Background: an optimization exercise with open tools, aiming at small area. Do not read the settings as production practice. In this exercise RTL edits were held to simulation tests only and were not proved equivalent to the original. No activity file was given, so power comes from the tool's default toggle rates.

==> flow/design.v <==
module _8bitmultclk(clk,ca,auto,zap,hinib,x,lo,acu,cap);
	input clk;
	input [3:0]ca;
	input auto,zap,hinib;
	input [7:0]x,lo;
	output reg [7:0]acu;
	output reg [3:0]cap;
	reg bor;
	wire yraw=lo[ca[2:0]];
	wire ybit=yraw^bor;
	wire [8:0]acc={1'b0,acu}+(ybit ? x : 8'd0);
	always@(posedge clk)
	begin
		bor<=~ca[3]&((bor&~yraw)|(auto&(ca[2:0]==3'd0)));
		acu<=(ca[3]|zap) ? 8'd0 : acc[8:1];
		if(zap)
			cap<=4'd0;
		else if(~ca[3]&(~ca[2]|hinib))
			cap<={acc[0],cap[3:1]};
	end
endmodule
module debounce(opt,ipt,clk,en,rst_n);
	input ipt;
	input clk,en,rst_n;
	output opt;
	reg [1:0]cnt;
	always@(posedge clk or negedge rst_n)
		if(~rst_n)
			cnt<=2'b00;
		else if(en)
			cnt<={ipt&(cnt[1]|cnt[0]),ipt&~cnt[1]};
	assign opt=cnt[1]&~cnt[0];
endmodule
module displayhex(clk,tick,krst,rst_n,times,nib,seg_leds,seg_nCS);
	input clk,tick,krst,rst_n;
	input [3:0]nib;
	output wire [2:0]times;
	output wire [7:0]seg_leds;
	output wire [5:0]seg_nCS;
	reg [2:0]s;
	reg g;
	reg [3:0]data;
	assign times=g ? {s[1],s[0],~s[2]} : 3'b000;
	always@(posedge clk or negedge rst_n)
		if(!rst_n)
			s<=3'b101;
		else if(krst&&tick)
			s<=times;
	always@(posedge clk)
	begin
		if(!krst)
		begin
			g<=0;
			data<=0;
		end
		else if(tick)
		begin
			g<=1;
			data<=nib;
		end
	end
	assign seg_nCS={s!=3'b000,s!=3'b001,s!=3'b011,s!=3'b111,s!=3'b110,s!=3'b100};
	wire [15:0]sg7=16'h2812,sg6=16'hd860,sg5=16'hd004,sg4=16'h8492,sg3=16'h02ba,sg2=16'h208e,sg1=16'h1083;
	assign seg_leds={sg7[data],sg6[data],sg5[data],sg4[data],sg3[data],sg2[data],sg1[data],1'b1};
endmodule
module frediv(clk,rst_n,ca,tk1k,tk100,tk10,tk2);
	input clk,rst_n;
	output reg [3:0]ca; 
	output wire tk1k,tk100,tk10,tk2;
	reg [3:0]cb; 
	reg [3:0]cc; 
	reg [2:0]cd; 
	wire a3=~ca[2]&ca[1]&ca[0];
	wire b9=cb[3]&cb[0];
	wire c9=cc[3]&cc[0];
	always@(posedge clk or negedge rst_n)
		if(!rst_n)
		begin
			ca<=4'd4;
			cb<=0;
			cc<=0;
			cd<=0;
		end
		else
		begin
			ca<=(ca[3]&ca[0]) ? 4'd0 : ca+1'b1;
			if(a3)
			begin
				cb<=b9 ? 4'd0 : cb+1'b1;
				if(b9)
				begin
					cc<=c9 ? 4'd0 : cc+1'b1;
					if(c9)
						cd<=cd[2] ? 3'd0 : cd+1'b1;
				end
			end
		end
	assign tk1k=ca[3]&~ca[0];
	assign tk100=a3&cb[2]&~cb[1]&~cb[0];
	assign tk10=a3&b9&cc[2]&~cc[1]&~cc[0];
	assign tk2=tk10&cd[1]&~cd[0];
endmodule
module ledshow(en,clk,tick,krst,rst_n,led);
	input en,clk,tick,krst,rst_n;
	output wire [7:0]led;
	reg [2:0]w;
	reg [2:0]l;
	always@(posedge clk)
		w<={3{krst}}&(w+(tick&en));
	always@(posedge clk or negedge rst_n)
		if(!rst_n)
			l<=3'd7;
		else if(krst&&tick)
			l<=en ? w : 3'd7;
	wire p0=(l==3'd0)|(l==3'd6);
	wire p1=(l==3'd1)|(l==3'd5);
	wire p2=(l==3'd2)|(l==3'd4);
	wire p3=(l==3'd3);
	assign led={p0,p1,p2,p3,p3,p2,p1,p0};
endmodule
module main(rst_n,clk,keys,leds,seg_nCS,seg_leds);
	input rst_n;
	input clk;
	input [7:0]keys;
	output wire [7:0]leds;
	output wire [5:0]seg_nCS;
	output wire [7:0]seg_leds;
	localparam [2:0]rststa=3'b000,dpysta=3'b001,atosta=3'b010,adpsta=3'b011,mulsta=3'b110,mdpsta=3'b111;
	wire [3:0]ca;
	wire tk1k,tk100,tk10,tk2;
	frediv tb0(clk,rst_n,ca,tk1k,tk100,tk10,tk2);
	wire krst,key1,key2,key3,key4,key5,key7;
	debounce k1(krst,keys[0],clk,tk100,rst_n);
	debounce k2(key1,keys[1],clk,tk100,rst_n);
	debounce k3(key2,keys[2],clk,tk100,rst_n);
	debounce k4(key3,keys[3],clk,tk100,rst_n);
	debounce k5(key4,keys[4],clk,tk100,rst_n);
	debounce k6(key5,keys[5],clk,tk100,rst_n);
	debounce k8(key7,keys[7],clk,tk100,rst_n);
	reg [2:0]crtsta,nxtsta;
	reg [1:0]nktsta; 
	reg folinic;
	reg flag1,flag2,flag3,flag4,flag5;
	reg [7:0]in1,in2,atoin1;
	always@(posedge clk)
		if(!krst)
			crtsta<=rststa;
		else if(tk1k)
		begin
			if(!key1||!key2||!key3||!key4)
				crtsta<=nxtsta;
			else if(!key5||folinic)
				crtsta<={1'b0,nktsta};
		end
	always@(posedge clk or negedge rst_n)
		if(!rst_n)
		begin
			flag1<=0;
			flag2<=0;
			flag3<=0;
			flag4<=0;
		end
		else if(krst&&tk1k)
		begin
			flag1<=!key1;
			flag2<=!key2;
			flag3<=!key3;
			flag4<=!key4;
		end
	wire mulnow=(crtsta==mulsta);
	wire inc1=tk1k&!key2&!flag2&mulnow;
	wire inc2=tk1k&!key3&!flag3&mulnow;
	always@(posedge clk)
	begin
		in1<={8{krst}}&(in1+inc1);
		in2<={8{krst}}&(in2+inc2);
	end
	always@(posedge clk)
	begin
		if(!krst)
			nxtsta<=rststa;
		else if(tk1k)
		begin
			if(!key4&&!flag4)
				nxtsta<=(crtsta==mdpsta) ? atosta : mdpsta;
			else if(!key3)
				nxtsta<=flag3 ? mulsta : mdpsta;
			else if(!key2)
				nxtsta<=flag2 ? mulsta : mdpsta;
			else if(!key1&&!flag1)
				nxtsta<=(crtsta==rststa) ? dpysta : rststa;
		end
	end
	always@(posedge clk or negedge rst_n)
		if(!rst_n)
			flag5<=0;
		else if(key7&&tk2)
			flag5<=!key5;
	wire atonow=(crtsta==atosta);
	wire [7:0]atoinc=atoin1+1'b1;
	wire inca=tk2&key5&atonow;
	always@(posedge clk)
		atoin1<=key7 ? atoin1+inca : 8'd1;
	always@(posedge clk)
	begin
		if(!key7)
		begin
			nktsta<=atosta[1:0];
			folinic<=0;
		end
		else if(tk2)
		begin
			if(key5)
			begin
				nktsta<=atonow ? adpsta[1:0] : atosta[1:0];
				if(atonow)
					folinic<=1;
			end
			else if(!flag5)
			begin
				if(crtsta==atosta||crtsta==adpsta)
				begin
					nktsta<=dpysta[1:0];
					folinic<=0;
				end
				else
					nktsta<=rststa[1:0];
			end
		end
	end
	wire [7:0]hi=crtsta[2] ? in1 : atoin1; 
	wire [7:0]lo=crtsta[2] ? in2 : atoinc; 
	wire [2:0]times;
	wire [7:0]acu;
	wire [3:0]cap;
	wire auto=!crtsta[2];
	_8bitmultclk mul0(clk,ca,auto,auto&!key7,times==3'b001,hi,lo,acu,cap);
	reg [3:0]nib;
	always@(*)
	begin
		nib=4'h0;
		if(!crtsta[1])
		begin
			if(crtsta[0]) 
				case(times)
					3'b000,3'b111: nib=4'h2;
					3'b110,3'b100: nib=4'h3;
					default: nib=4'h0;
				endcase
		end
		else if(crtsta[0]) 
			case(times)
				3'b000,3'b001: nib=cap;
				3'b011: nib=acu[3:0];
				3'b111: nib=acu[7:4];
				default: nib=4'h0;
			endcase
		else 
			case(times)
				3'b011: nib=lo[3:0];
				3'b111: nib=lo[7:4];
				3'b110: nib=hi[3:0];
				3'b100: nib=hi[7:4];
				default: nib=4'h0;
			endcase
	end
	displayhex magallan(clk,tk1k,krst,rst_n,times,nib,seg_leds,seg_nCS);
	ledshow slience(crtsta==dpysta,clk,tk10,krst,rst_n,leds);
endmodule
export LEC_CHECK = 0
export CAP_MARGIN = 20
export CORE_MARGIN = 2
export CORE_UTILIZATION = 65
export PLACE_DENSITY = 0.8
export SLEW_MARGIN = 20
create_clock -name core_clock -period 20.0 [get_ports {clk}]
standard.sh (not shown) runs the stock make flow with config.mk's settings and CLKGATE_MAP_FILE= SYNTH_SCRIPT=/design/flow/synth_recipe.tcl, a recipe that flattens the netlist after the stock synthesis.
==> flow/flow/run.sh <==
#!/bin/bash
# Own layout flow: the standard flow (standard.sh) with
#  - the standard synthesis, except that ABC maps the combinational logic
#    with flow/area.abc (own_synth.tcl); registers are mapped before ABC and
#    so are exactly the standard synthesis's; full-adder extraction is
#    skipped so that ABC sees all of the logic;
#  - port buffers of the smallest buffer cell instead of the flow's default;
#  - a clock tree of clkbuf_4/clkbuf_8 without dummy loads.
set -euo pipefail
W=$(pwd)
bash "$W/standard.sh" \
  "SYNTH_SCRIPT=$W/flow/own_synth.tcl" \
  "BUFFER_PORTS_ARGS=-buffer_cell sky130_fd_sc_hd__buf_1" \
  "CTS_ARGS=-sink_clustering_enable -repair_clock_nets -dont_use_dummy_load -buf_list {sky130_fd_sc_hd__clkbuf_4 sky130_fd_sc_hd__clkbuf_8}" \
  finish > "$W/orfs_make.log" 2>&1
==> flow/flow/area.abc <==
strash
ifraig
scorr
dc2
strash
&get -n
&dch -f
&nf -R 1000 -C 32 -F 4 -A 4
&put
==> flow/flow/own_synth.tcl <==
# Standard synthesis (synth_recipe.tcl) with one change: the ABC pass that maps
# the combinational logic uses area.abc instead of ORFS's script. Registers
# are mapped before ABC runs, so they are the standard synthesis's.
set ::own_abc_script [file join [file dirname [file normalize [info script]]] area.abc]
proc abc {args} {
  set i [lsearch -exact $args -script]
  if { $i >= 0 } {
    set args [lreplace $args [expr {$i + 1}] [expr {$i + 1}] $::own_abc_script]
  }
  yosys abc {*}$args
}
proc extract_fa {args} { puts "own flow: extract_fa skipped" }
source [file join [file dirname [file dirname $::own_abc_script]] synth_recipe.tcl]
The starting point went through all stages and came out clean.
Rerun with:
--- a/flow/flow/run.sh
+++ b/flow/flow/run.sh
@@ -7,2 +7 @@
-#  - port buffers of the smallest buffer cell instead of the flow's default;
-#  - a clock tree of clkbuf_4/clkbuf_8 without dummy loads.
+#  - port buffers of the smallest buffer cell instead of the flow's default.
==> flow/flow/area.abc (replaced) <==
strash
ifraig
scorr
dc2
strash
&get -n
&dch -f
&nf -R 1000
&put
CORE_UTILIZATION = 40   (was 65)
GPL_TIMING_DRIVEN = 0   (was not set)
PLACE_DENSITY = 0.6   (was 0.8)
- design area rises by 4.3%
- worst hold slack degrades by 9.0 ps
- critical path depth is unchanged
- first-iteration DRC count falls by 33%
- core utilization falls by 27 points
Rerun with:
==> flow/flow/run.sh (replaced) <==
#!/bin/bash
# Own layout flow: the standard flow (standard.sh) with
#  - the standard synthesis, except that ABC maps the combinational logic
#    with flow/area.abc (own_synth.tcl); registers are mapped before ABC and
#    so are exactly the standard synthesis's;
#  - port buffers of the smallest buffer cell instead of the flow's default;
#  - power recovery (downsizing of cells off the critical paths) after
#    global routing.
set -euo pipefail
W=$(pwd)
bash "$W/standard.sh" \
  "SYNTH_SCRIPT=$W/flow/own_synth.tcl" \
  "BUFFER_PORTS_ARGS=-buffer_cell sky130_fd_sc_hd__buf_1" \
  "RECOVER_POWER=100" \
  finish > "$W/orfs_make.log" 2>&1
--- a/flow/flow/own_synth.tcl
+++ b/flow/flow/own_synth.tcl
@@ -12 +11,0 @@
-proc extract_fa {args} { puts "own flow: extract_fa skipped" }
GPL_TIMING_DRIVEN = not set   (was 0)
What happened: With this change the flow finished but fails on capacitance limit, slew limit; cell count went up by 1.1%; final area is higher by 7.2%; sequential share of layout area shrinks by 2.8 points; clock skew is lower by 28 ps; sequential cell count does not change; clock power goes up by 58%; utilization grows by 0.47 points; total power went up by 19%; setup slack is worse by 160 ps; synthesized cell count rose by 0.91%; via count increases by 2.3%.
Rerun with:
--- a/flow/flow/run.sh
+++ b/flow/flow/run.sh
@@ -5 +5,2 @@
-#    so are exactly the standard synthesis's;
+#    so are exactly the standard synthesis's; full-adder extraction is
+#    skipped so that ABC sees all of the logic;
@@ -7,2 +8 @@
-#  - power recovery (downsizing of cells off the critical paths) after
-#    global routing.
+#  - a clock tree of clkbuf_4/clkbuf_8 without dummy loads.
@@ -14 +14 @@
-  "RECOVER_POWER=100" \
+  "CTS_ARGS=-sink_clustering_enable -repair_clock_nets -dont_use_dummy_load -buf_list {sky130_fd_sc_hd__clkbuf_16} -sink_clustering_size 100 -sink_clustering_max_diameter 1000 -sink_buffer_max_cap_derate 1.0" \
==> flow/flow/area.abc (replaced) <==
strash
ifraig
scorr
dc2
strash
&get -n
&dch -f
&nf -R 1000 -C 32 -F 4 -A 4
&put
--- a/flow/flow/own_synth.tcl
+++ b/flow/flow/own_synth.tcl
@@ -11,0 +12 @@
+proc extract_fa {args} { puts "own flow: extract_fa skipped" }
Result: The changed run finished with timing, DRC and antenna clean. Maximum frequency climbs by 3.6%. Cell count drops by 3.9%. Power drops by 4.0%. Sequential power is about the same. Setup slack gains 210 ps. Via count drops by 3.5%. Clock-buffer cell count drops by 6. Non-clock buffer count does not change. Clock power drops by about 9%. Final area drops by 7.2%. Global-route usage drops by 0.25 points.
Rerun with:
--- a/flow/flow/run.sh
+++ b/flow/flow/run.sh
@@ -14 +14 @@
-  "CTS_ARGS=-sink_clustering_enable -repair_clock_nets -dont_use_dummy_load -buf_list {sky130_fd_sc_hd__clkbuf_16} -sink_clustering_size 100 -sink_clustering_max_diameter 1000 -sink_buffer_max_cap_derate 1.0" \
+  "CTS_ARGS=-sink_clustering_enable -repair_clock_nets -dont_use_dummy_load -buf_list {sky130_fd_sc_hd__clkbuf_4 sky130_fd_sc_hd__clkbuf_8}" \
Effect: Clock-buffer cell count stays the same. Worst setup slack degrades by 29 ps. Final cell count stays the same. Via count rose by 0.33%. Hold slack improves by 3.5 ps. Final area came out lower by 2.0%. Power came out lower by 12%.
Rerun with:
--- a/flow/flow/run.sh
+++ b/flow/flow/run.sh
@@ -14 +14 @@
-  "CTS_ARGS=-sink_clustering_enable -repair_clock_nets -dont_use_dummy_load -buf_list {sky130_fd_sc_hd__clkbuf_4 sky130_fd_sc_hd__clkbuf_8}" \
+  "CTS_ARGS=-sink_clustering_enable -repair_clock_nets -dont_use_dummy_load -buf_list {sky130_fd_sc_hd__clkbuf_8} -sink_clustering_size 100 -sink_clustering_max_diameter 1000 -sink_buffer_max_cap_derate 1.0" \
Cell area is unchanged.
Setup slack is unchanged.
Total power stays the same.
Utilization is unchanged.

## re-timing with driven ports
The results above use ideal ports. As a check the final layouts listed here were re-extracted and re-timed, cells and wires unchanged.
Step 1: set_driving_cell puts a clkbuf_16 on clk and a buf_2 on each other input, an assumption about the parent block.
Step 2 adds t to the input delays and takes it off the output delays; t is the mean of the earliest and latest rising clock arrival at the registers after step 1. Input paths then give back, and output paths get back, about the clock's delay inside the block.
Three values: ideal, step 1, step 2; two values: the first two.
run | t, ns | setup slack, ns | latest minus earliest clock arrival (ns) | pins driven straight from the clock port
the first run | 0.379 | 14.226 / 14.193 / 14.572 | 0.026 / 0.027 | 1
the second run | 0.397 | 14.222 / 14.189 / 14.587 | 0.035 / 0.035 | 1
the third run | 0.387 | 14.063 / 14.026 / 14.103 | 0.007 / 0.007 | 1
the fourth run | 0.370 | 14.269 / 14.230 / 14.600 | 0.014 / 0.014 | 1
the fifth run | 0.385 | 14.240 / 14.208 / 14.593 | 0.018 / 0.018 | 1
the sixth run | 0.385 | 14.240 / 14.208 / 14.593 | 0.018 / 0.018 | 1
The worst setup slack also covers recovery checks on asynchronous resets.
